Background: an optimization exercise with open tools, aiming at small area, a short achievable clock period and few clock cycles. Do not read the settings as production practice.
Function was checked by simulation only, so behaviour that the tests miss may differ from the original.
Power is estimated from default activity; no workload was simulated.

==> inputs of branch xenon <==
// ARS_des
module ARS_des(clk,reset,key,din,flag,dout,ready);
input [64:1] din;
input [64:1] key;
input clk,reset;
input flag;
output [64:1] dout;
output ready;
function [64:1]	IP;
input	[64:1]	IPin;
begin
IP=	 {IPin[58],IPin[50],IPin[42],IPin[34],IPin[26],IPin[18],IPin[10],IPin[2],
      IPin[60],IPin[52],IPin[44],IPin[36],IPin[28],IPin[20],IPin[12],IPin[4],
      IPin[62],IPin[54],IPin[46],IPin[38],IPin[30],IPin[22],IPin[14],IPin[6],
      IPin[64],IPin[56],IPin[48],IPin[40],IPin[32],IPin[24],IPin[16],IPin[8],
      IPin[57],IPin[49],IPin[41],IPin[33],IPin[25],IPin[17],IPin[9],IPin[1],
      IPin[59],IPin[51],IPin[43],IPin[35],IPin[27],IPin[19],IPin[11],IPin[3],
      IPin[61],IPin[53],IPin[45],IPin[37],IPin[29],IPin[21],IPin[13],IPin[5],
      IPin[63],IPin[55],IPin[47],IPin[39],IPin[31],IPin[23],IPin[15],IPin[7]};
end
endfunction
function [64:1] IVIP;
input    [64:1]  IP_1in;
begin
IVIP = {IP_1in[40],IP_1in[8],IP_1in[48],IP_1in[16],IP_1in[56],IP_1in[24],IP_1in[64],IP_1in[32],
  ...
==> flow/config.mk <==
export PLATFORM = sky130hd
export DESIGN_NAME = ARS_des
export DESIGN_NICKNAME = ARS_des
export VERILOG_FILES = /design/flow/design.v
export SDC_FILE = /design/flow/constraint.sdc
export NUM_CORES = 4
export LEC_CHECK = 0
export ABC_AREA = 1
export CAP_MARGIN = 20
export CORE_MARGIN = 2
export CORE_UTILIZATION = 40
export SETUP_SLACK_MARGIN = 3.6
export SLEW_MARGIN = 20
==> flow/constraint.sdc <==
create_clock -name core_clock -period 6.0 [get_ports {clk}]
set_input_delay 1.2000 -clock core_clock [delete_from_list [all_inputs] [get_ports {clk}]]
set_output_delay 1.2000 -clock core_clock [all_outputs]
set_load 0.01 [all_outputs]
standard.sh (not shown) runs the stock make flow with config.mk's settings and CLKGATE_MAP_FILE= SYNTH_SCRIPT=/design/flow/synth_recipe.tcl, a recipe that flattens the netlist after the stock synthesis.
==> flow/flow/run.sh <==
#!/bin/bash
# Own layout flow: the standard ORFS layout with two changes.
#  1. Synthesis skips ORFS's full-adder extraction (ADDER_MAP_FILE empty), which otherwise turns
#     the XORs of the round function into half-adder cells that ABC cannot optimise. Flip-flop
#     mapping is unchanged, so the registers, their names and cell types are the standard ones.
#  2. Ports are buffered with sky130_fd_sc_hd__buf_1 instead of the default buffer cell.
# Each make run's full output goes to its own log file in this folder.
set -euo pipefail
work=$(pwd)
bash standard.sh synth ADDER_MAP_FILE= > "$work/synth.log" 2>&1
bash standard.sh finish BUFFER_PORTS_ARGS="-buffer_cell sky130_fd_sc_hd__buf_1" > "$work/layout.log" 2>&1
test -f "$work/out/final.def"
==> branch maple: changes against branch xenon <==
--- a/flow/design.v
+++ b/flow/design.v
@@ -39,20 +39,14 @@
 reg busy;             
 reg sh1;              
 wire [48:1] ksub = {cd[14], cd[17], cd[11], cd[24], cd[1], cd[5], cd[3], cd[28], cd[15], cd[6], cd[21], cd[10], cd[23], cd[19], cd[12], cd[4], cd[26], cd[8], cd[16], cd[7], cd[27], cd[20], cd[13], cd[2], cd[41], cd[52], cd[31], cd[37], cd[47], cd[55], cd[30], cd[40], cd[51], cd[45], cd[33], cd[48], cd[44], cd[49], cd[39], cd[56], cd[34], cd[53], cd[46], cd[42], cd[50], cd[36], cd[29], cd[32]};
 wire [32:1] rl, rr;
 ARS_ENDEcrp c1 (.OUTR(rr), .OUTL(rl), .INR(data[32:1]), .INL(data[64:33]), .K_sub(ksub));
-wire ld_dec = ~reset & flag;
-wire ld_enc = ~reset & ~flag;
-wire ro_l1 = reset & ~mode & sh1;
-wire ro_l2 = reset & ~mode & ~sh1;
-wire ro_r1 = reset & mode & sh1;
-wire ro_r2 = reset & mode & ~sh1;
+wire [1:56] cd_next;
+ARS_keyNext c2 (.cd(cd), .key(key), .flag(flag), .reset(reset), .mode(mode), .sh1(sh1), .cd_next(cd_next));
 always @(posedge clk)
-  cd <= ({56{ld_dec}} & {key[8], key[16], key[24], key[32], key[40], key[48], key[56], key[64], key[7], key[15], key[23], key[31], key[39], key[47], key[55], key[63], key[6], key[14], key[22], key[30], key[38], key[46], key[54], key[62], key[5], key[13], key[21], key[29], key[2], key[10], key[18], key[26], key[34], key[42], key[50], key[58], key[3], key[11], key[19], key[27], key[35], key[43], key[51], key[59], key[4], key[12], key[20], key[28], key[36], key[44], key[52], key[60], key[37], key[45], key[53], key[61]}) | ({56{ld_enc}} & {key[16], key[24], key[32], key[40], key[48], key[56], key[64], key[7], key[15], key[23], key[31], key[39], key[47], key[55], key[63], key[6], key[14], key[22], key[30], key[38], key[46], key[54], key[62], key[5], key[13], key[21], key[29], key[8], key[10], key[18], key[26], key[34], key[42], key[50], key[58], key[3], key[11], key[19], key[27], key[35], key[43], key[51], key[59], key[4], key[12], key[20], key[28], key[36], key[44], key[52], key[60], key[37], key[45], key[53], key[61], key[2]}) |
-        ({56{ro_l1}} & {cd[2], cd[3], cd[4], cd[5], cd[6], cd[7], cd[8], cd[9], cd[10], cd[11], cd[12], cd[13], cd[14], cd[15], cd[16], cd[17], cd[18], cd[19], cd[20], cd[21], cd[22], cd[23], cd[24], cd[25], cd[26], cd[27], cd[28], cd[1], cd[30], cd[31], cd[32], cd[33], cd[34], cd[35], cd[36], cd[37], cd[38], cd[39], cd[40], cd[41], cd[42], cd[43], cd[44], cd[45], cd[46], cd[47], cd[48], cd[49], cd[50], cd[51], cd[52], cd[53], cd[54], cd[55], cd[56], cd[29]}) | ({56{ro_l2}} & {cd[3], cd[4], cd[5], cd[6], cd[7], cd[8], cd[9], cd[10], cd[11], cd[12], cd[13], cd[14], cd[15], cd[16], cd[17], cd[18], cd[19], cd[20], cd[21], cd[22], cd[23], cd[24], cd[25], cd[26], cd[27], cd[28], cd[1], cd[2], cd[31], cd[32], cd[33], cd[34], cd[35], cd[36], cd[37], cd[38], cd[39], cd[40], cd[41], cd[42], cd[43], cd[44], cd[45], cd[46], cd[47], cd[48], cd[49], cd[50], cd[51], cd[52], cd[53], cd[54], cd[55], cd[56], cd[29], cd[30]}) |
-        ({56{ro_r1}} & {cd[28], cd[1], cd[2], cd[3], cd[4], cd[5], cd[6], cd[7], cd[8], cd[9], cd[10], cd[11], cd[12], cd[13], cd[14], cd[15], cd[16], cd[17], cd[18], cd[19], cd[20], cd[21], cd[22], cd[23], cd[24], cd[25], cd[26], cd[27], cd[56], cd[29], cd[30], cd[31], cd[32], cd[33], cd[34], cd[35], cd[36], cd[37], cd[38], cd[39], cd[40], cd[41], cd[42], cd[43], cd[44], cd[45], cd[46], cd[47], cd[48], cd[49], cd[50], cd[51], cd[52], cd[53], cd[54], cd[55]}) | ({56{ro_r2}} & {cd[27], cd[28], cd[1], cd[2], cd[3], cd[4], cd[5], cd[6], cd[7], cd[8], cd[9], cd[10], cd[11], cd[12], cd[13], cd[14], cd[15], cd[16], cd[17], cd[18], cd[19], cd[20], cd[21], cd[22], cd[23], cd[24], cd[25], cd[26], cd[55], cd[56], cd[29], cd[30], cd[31], cd[32], cd[33], cd[34], cd[35], cd[36], cd[37], cd[38], cd[39], cd[40], cd[41], cd[42], cd[43], cd[44], cd[45], cd[46], cd[47], cd[48], cd[49], cd[50], cd[51], cd[52], cd[53], cd[54]});
+  cd <= cd_next;
 always @(posedge clk) begin
   if (reset == 1'b0) begin
     data  <= IP(din);
     mode  <= flag;
     cnt   <= 4'd0;
@@ -683,5 +677,20 @@
         62:  dout =  6;
         63:  dout = 11;
     endcase
     end
 endmodule
+module ARS_keyNext(cd, key, flag, reset, mode, sh1, cd_next);
+input [1:56] cd;
+input [64:1] key;
+input flag, reset, mode, sh1;
+output [1:56] cd_next;
+wire ld_dec = ~reset & flag;
+wire ld_enc = ~reset & ~flag;
+wire ro_l1 = reset & ~mode & sh1;
+wire ro_l2 = reset & ~mode & ~sh1;
+wire ro_r1 = reset & mode & sh1;
+wire ro_r2 = reset & mode & ~sh1;
+assign cd_next = ({56{ld_dec}} & {key[8], key[16], key[24], key[32], key[40], key[48], key[56], key[64], key[7], key[15], key[23], key[31], key[39], key[47], key[55], key[63], key[6], key[14], key[22], key[30], key[38], key[46], key[54], key[62], key[5], key[13], key[21], key[29], key[2], key[10], key[18], key[26], key[34], key[42], key[50], key[58], key[3], key[11], key[19], key[27], key[35], key[43], key[51], key[59], key[4], key[12], key[20], key[28], key[36], key[44], key[52], key[60], key[37], key[45], key[53], key[61]}) | ({56{ld_enc}} & {key[16], key[24], key[32], key[40], key[48], key[56], key[64], key[7], key[15], key[23], key[31], key[39], key[47], key[55], key[63], key[6], key[14], key[22], key[30], key[38], key[46], key[54], key[62], key[5], key[13], key[21], key[29], key[8], key[10], key[18], key[26], key[34], key[42], key[50], key[58], key[3], key[11], key[19], key[27], key[35], key[43], key[51], key[59], key[4], key[12], key[20], key[28], key[36], key[44], key[52], key[60], key[37], key[45], key[53], key[61], key[2]}) |
+        ({56{ro_l1}} & {cd[2], cd[3], cd[4], cd[5], cd[6], cd[7], cd[8], cd[9], cd[10], cd[11], cd[12], cd[13], cd[14], cd[15], cd[16], cd[17], cd[18], cd[19], cd[20], cd[21], cd[22], cd[23], cd[24], cd[25], cd[26], cd[27], cd[28], cd[1], cd[30], cd[31], cd[32], cd[33], cd[34], cd[35], cd[36], cd[37], cd[38], cd[39], cd[40], cd[41], cd[42], cd[43], cd[44], cd[45], cd[46], cd[47], cd[48], cd[49], cd[50], cd[51], cd[52], cd[53], cd[54], cd[55], cd[56], cd[29]}) | ({56{ro_l2}} & {cd[3], cd[4], cd[5], cd[6], cd[7], cd[8], cd[9], cd[10], cd[11], cd[12], cd[13], cd[14], cd[15], cd[16], cd[17], cd[18], cd[19], cd[20], cd[21], cd[22], cd[23], cd[24], cd[25], cd[26], cd[27], cd[28], cd[1], cd[2], cd[31], cd[32], cd[33], cd[34], cd[35], cd[36], cd[37], cd[38], cd[39], cd[40], cd[41], cd[42], cd[43], cd[44], cd[45], cd[46], cd[47], cd[48], cd[49], cd[50], cd[51], cd[52], cd[53], cd[54], cd[55], cd[56], cd[29], cd[30]}) |
+        ({56{ro_r1}} & {cd[28], cd[1], cd[2], cd[3], cd[4], cd[5], cd[6], cd[7], cd[8], cd[9], cd[10], cd[11], cd[12], cd[13], cd[14], cd[15], cd[16], cd[17], cd[18], cd[19], cd[20], cd[21], cd[22], cd[23], cd[24], cd[25], cd[26], cd[27], cd[56], cd[29], cd[30], cd[31], cd[32], cd[33], cd[34], cd[35], cd[36], cd[37], cd[38], cd[39], cd[40], cd[41], cd[42], cd[43], cd[44], cd[45], cd[46], cd[47], cd[48], cd[49], cd[50], cd[51], cd[52], cd[53], cd[54], cd[55]}) | ({56{ro_r2}} & {cd[27], cd[28], cd[1], cd[2], cd[3], cd[4], cd[5], cd[6], cd[7], cd[8], cd[9], cd[10], cd[11], cd[12], cd[13], cd[14], cd[15], cd[16], cd[17], cd[18], cd[19], cd[20], cd[21], cd[22], cd[23], cd[24], cd[25], cd[26], cd[55], cd[56], cd[29], cd[30], cd[31], cd[32], cd[33], cd[34], cd[35], cd[36], cd[37], cd[38], cd[39], cd[40], cd[41], cd[42], cd[43], cd[44], cd[45], cd[46], cd[47], cd[48], cd[49], cd[50], cd[51], cd[52], cd[53], cd[54]});
+endmodule
==> flow/flow/run.sh (replaced) <==
#!/bin/bash
# Own layout flow: the standard ORFS layout with these changes.
#  1. Synthesis keeps the key schedule's next-state logic (module ARS_keyNext) apart until after
#     technology mapping (SYNTH_KEEP_MODULES; the standard flow's synthesis script flattens it afterwards)
#     and maps it with ABC's &nf mapper (flow/abc_keynext.script); the rest of the design is
#     mapped with ORFS's own area script. It skips ORFS's full-adder extraction
#     (ADDER_MAP_FILE empty). Flip-flop mapping is unchanged, so the registers, their names and
#     cell types are those of the standard synthesis.
#  2. Ports are buffered with sky130_fd_sc_hd__buf_1 instead of the default buffer cell.
# Each make run's full output goes to its own log file in this folder.
set -euo pipefail
work=$(pwd)
rm -rf "$work/scripts_own"
cp -r "$FLOW_HOME/scripts" "$work/scripts_own"
cp "$work/flow/abc_keynext.script" "$work/scripts_own/abc_keynext.script"
python3 - "$work/scripts_own/synth.tcl" <<'PY'
import sys
p = sys.argv[1]
s = open(p).read()
old = "  log_cmd abc {*}$abc_args\n"
assert s.count(old) == 1
new = ("  log_cmd abc {*}$abc_args ARS_des\n"
       "  log_cmd abc {*}[lreplace $abc_args 1 1 $::env(SCRIPTS_DIR)/abc_keynext.script] ARS_keyNext\n")
open(p, 'w').write(s.replace(old, new))
PY
bash standard.sh synth SCRIPTS_DIR="$work/scripts_own" ADDER_MAP_FILE= SYNTH_KEEP_MODULES=ARS_keyNext > "$work/synth.log" 2>&1
bash standard.sh finish BUFFER_PORTS_ARGS="-buffer_cell sky130_fd_sc_hd__buf_1" > "$work/layout.log" 2>&1
test -f "$work/out/final.def"
==> flow/flow/abc_keynext.script (new file) <==
strash
&get -n
&dch
&nf -p
&put
topo
stime -c
buffer -c
upsize -c
dnsize -c
Settings changed: CTS_BUF_LIST set to sky130_fd_sc_hd__clkbuf_4 sky130_fd_sc_hd__clkbuf_8, SETUP_SLACK_MARGIN 3.6 to 3.5.
==> branch raven: changes against branch xenon <==
==> flow/flow/run.sh (replaced) <==
#!/bin/bash
# Own layout flow: the standard ORFS layout with two changes.
#  1. Synthesis maps the logic with an area-oriented ABC script (flow/abc_area.script, used in
#     place of ORFS's) and skips ORFS's full-adder extraction (ADDER_MAP_FILE empty). Flip-flop
#     mapping is unchanged, so the registers, their names and cell types are the standard ones.
#  2. Ports are buffered with sky130_fd_sc_hd__buf_1 instead of the default buffer cell.
# Each make run's full output goes to its own log file in this folder.
set -euo pipefail
work=$(pwd)
rm -rf "$work/scripts_area"
cp -r "$FLOW_HOME/scripts" "$work/scripts_area"
cp "$work/flow/abc_area.script" "$work/scripts_area/abc_area.script"
bash standard.sh synth SCRIPTS_DIR="$work/scripts_area" ADDER_MAP_FILE= > "$work/synth.log" 2>&1
bash standard.sh finish BUFFER_PORTS_ARGS="-buffer_cell sky130_fd_sc_hd__buf_1" > "$work/layout.log" 2>&1
test -f "$work/out/final.def"
==> flow/flow/abc_area.script (new file) <==
strash
&get -n
&dch
&nf -p
&put
topo
stime -c
buffer -c
upsize -c
dnsize -c
==> branch juniper: changes against branch xenon <==
==> flow/flow/run.sh (replaced) <==
#!/bin/bash
# Own layout flow: the standard ORFS layout with two changes.
#  1. Synthesis maps the logic with an area-oriented ABC script (flow/abc_area.script, used in
#     place of ORFS's) and skips ORFS's full-adder extraction (ADDER_MAP_FILE empty). Flip-flop
#     mapping is unchanged, so the registers, their names and cell types are the standard ones.
#  2. Ports are buffered with sky130_fd_sc_hd__buf_1 instead of the default buffer cell.
# Each make run's full output goes to its own log file in this folder.
set -euo pipefail
work=$(pwd)
rm -rf "$work/scripts_area"
cp -r "$FLOW_HOME/scripts" "$work/scripts_area"
cp "$work/flow/abc_area.script" "$work/scripts_area/abc_area.script"
bash standard.sh synth SCRIPTS_DIR="$work/scripts_area" ADDER_MAP_FILE= > "$work/synth.log" 2>&1
bash standard.sh finish BUFFER_PORTS_ARGS="-buffer_cell sky130_fd_sc_hd__buf_1" > "$work/layout.log" 2>&1
test -f "$work/out/final.def"
==> flow/flow/abc_area.script (new file) <==
strash
&get -n
&dch
&nf -p
&put
topo
stime -c
buffer -c
upsize -c
dnsize -c
Settings changed: CORE_UTILIZATION 40 to 30.
==> summary of the runs <==
Branch xenon passed the timing, design-rule and antenna checks. Branch raven went through all stages and came out clean. Branch maple completed with no timing, DRC or antenna violations. Branch juniper passed the timing, design-rule and antenna checks.
Clock power is about the same in branch juniper and branch xenon.
Worst setup slack, lowest first: branch raven, branch juniper, branch maple, branch xenon.
In critical path depth, branch maple and branch xenon do not differ.
The lowest maximum frequency belongs to branch raven, the highest to branch xenon.
Testbench counts of branch xenon, summed over its fixed seeds: cycles 13,056.
Testbench counts of branch maple, summed over its fixed seeds: cycles 13,056.
Testbench counts of branch raven, summed over its fixed seeds: cycles 13,056.
Testbench counts of branch juniper, summed over its fixed seeds: cycles 13,056.

-- re-timing with driven ports --
In the flow no input, the clock included, has a driving cell. The finished layouts below were timed again as built, in two steps. Step 1: set_driving_cell puts a clkbuf_16 on clk and a buf_2 on each other input, an assumption about the parent block. Step 2, shift: input delay + t, output delay - t, t = (earliest + latest rising clock arrival at the registers) / 2. This alone moves slack from input paths to output paths. a / b / c = ideal ports / drivers / drivers and shift; a / b = the first two.
run | shift t [ns] | setup slack, ns | worst setup path at the end | pins driven straight from the clock port
branch xenon | 0.478 | 3.580 / 3.534 / 3.197 | input to register | 1
branch maple | 0.491 | 3.536 / 3.492 / 3.084 | input to register | 1
branch raven | 0.478 | 3.510 / 3.470 / 3.160 | input to register | 1
branch juniper | 0.489 | 3.519 / 3.519 / 3.191 | input to register | 1
After both steps setup and hold are still met in every run listed. The setup slack of branch maple, which loses most, moves by -0.044 ns with the drivers and by -0.452 ns with both steps.
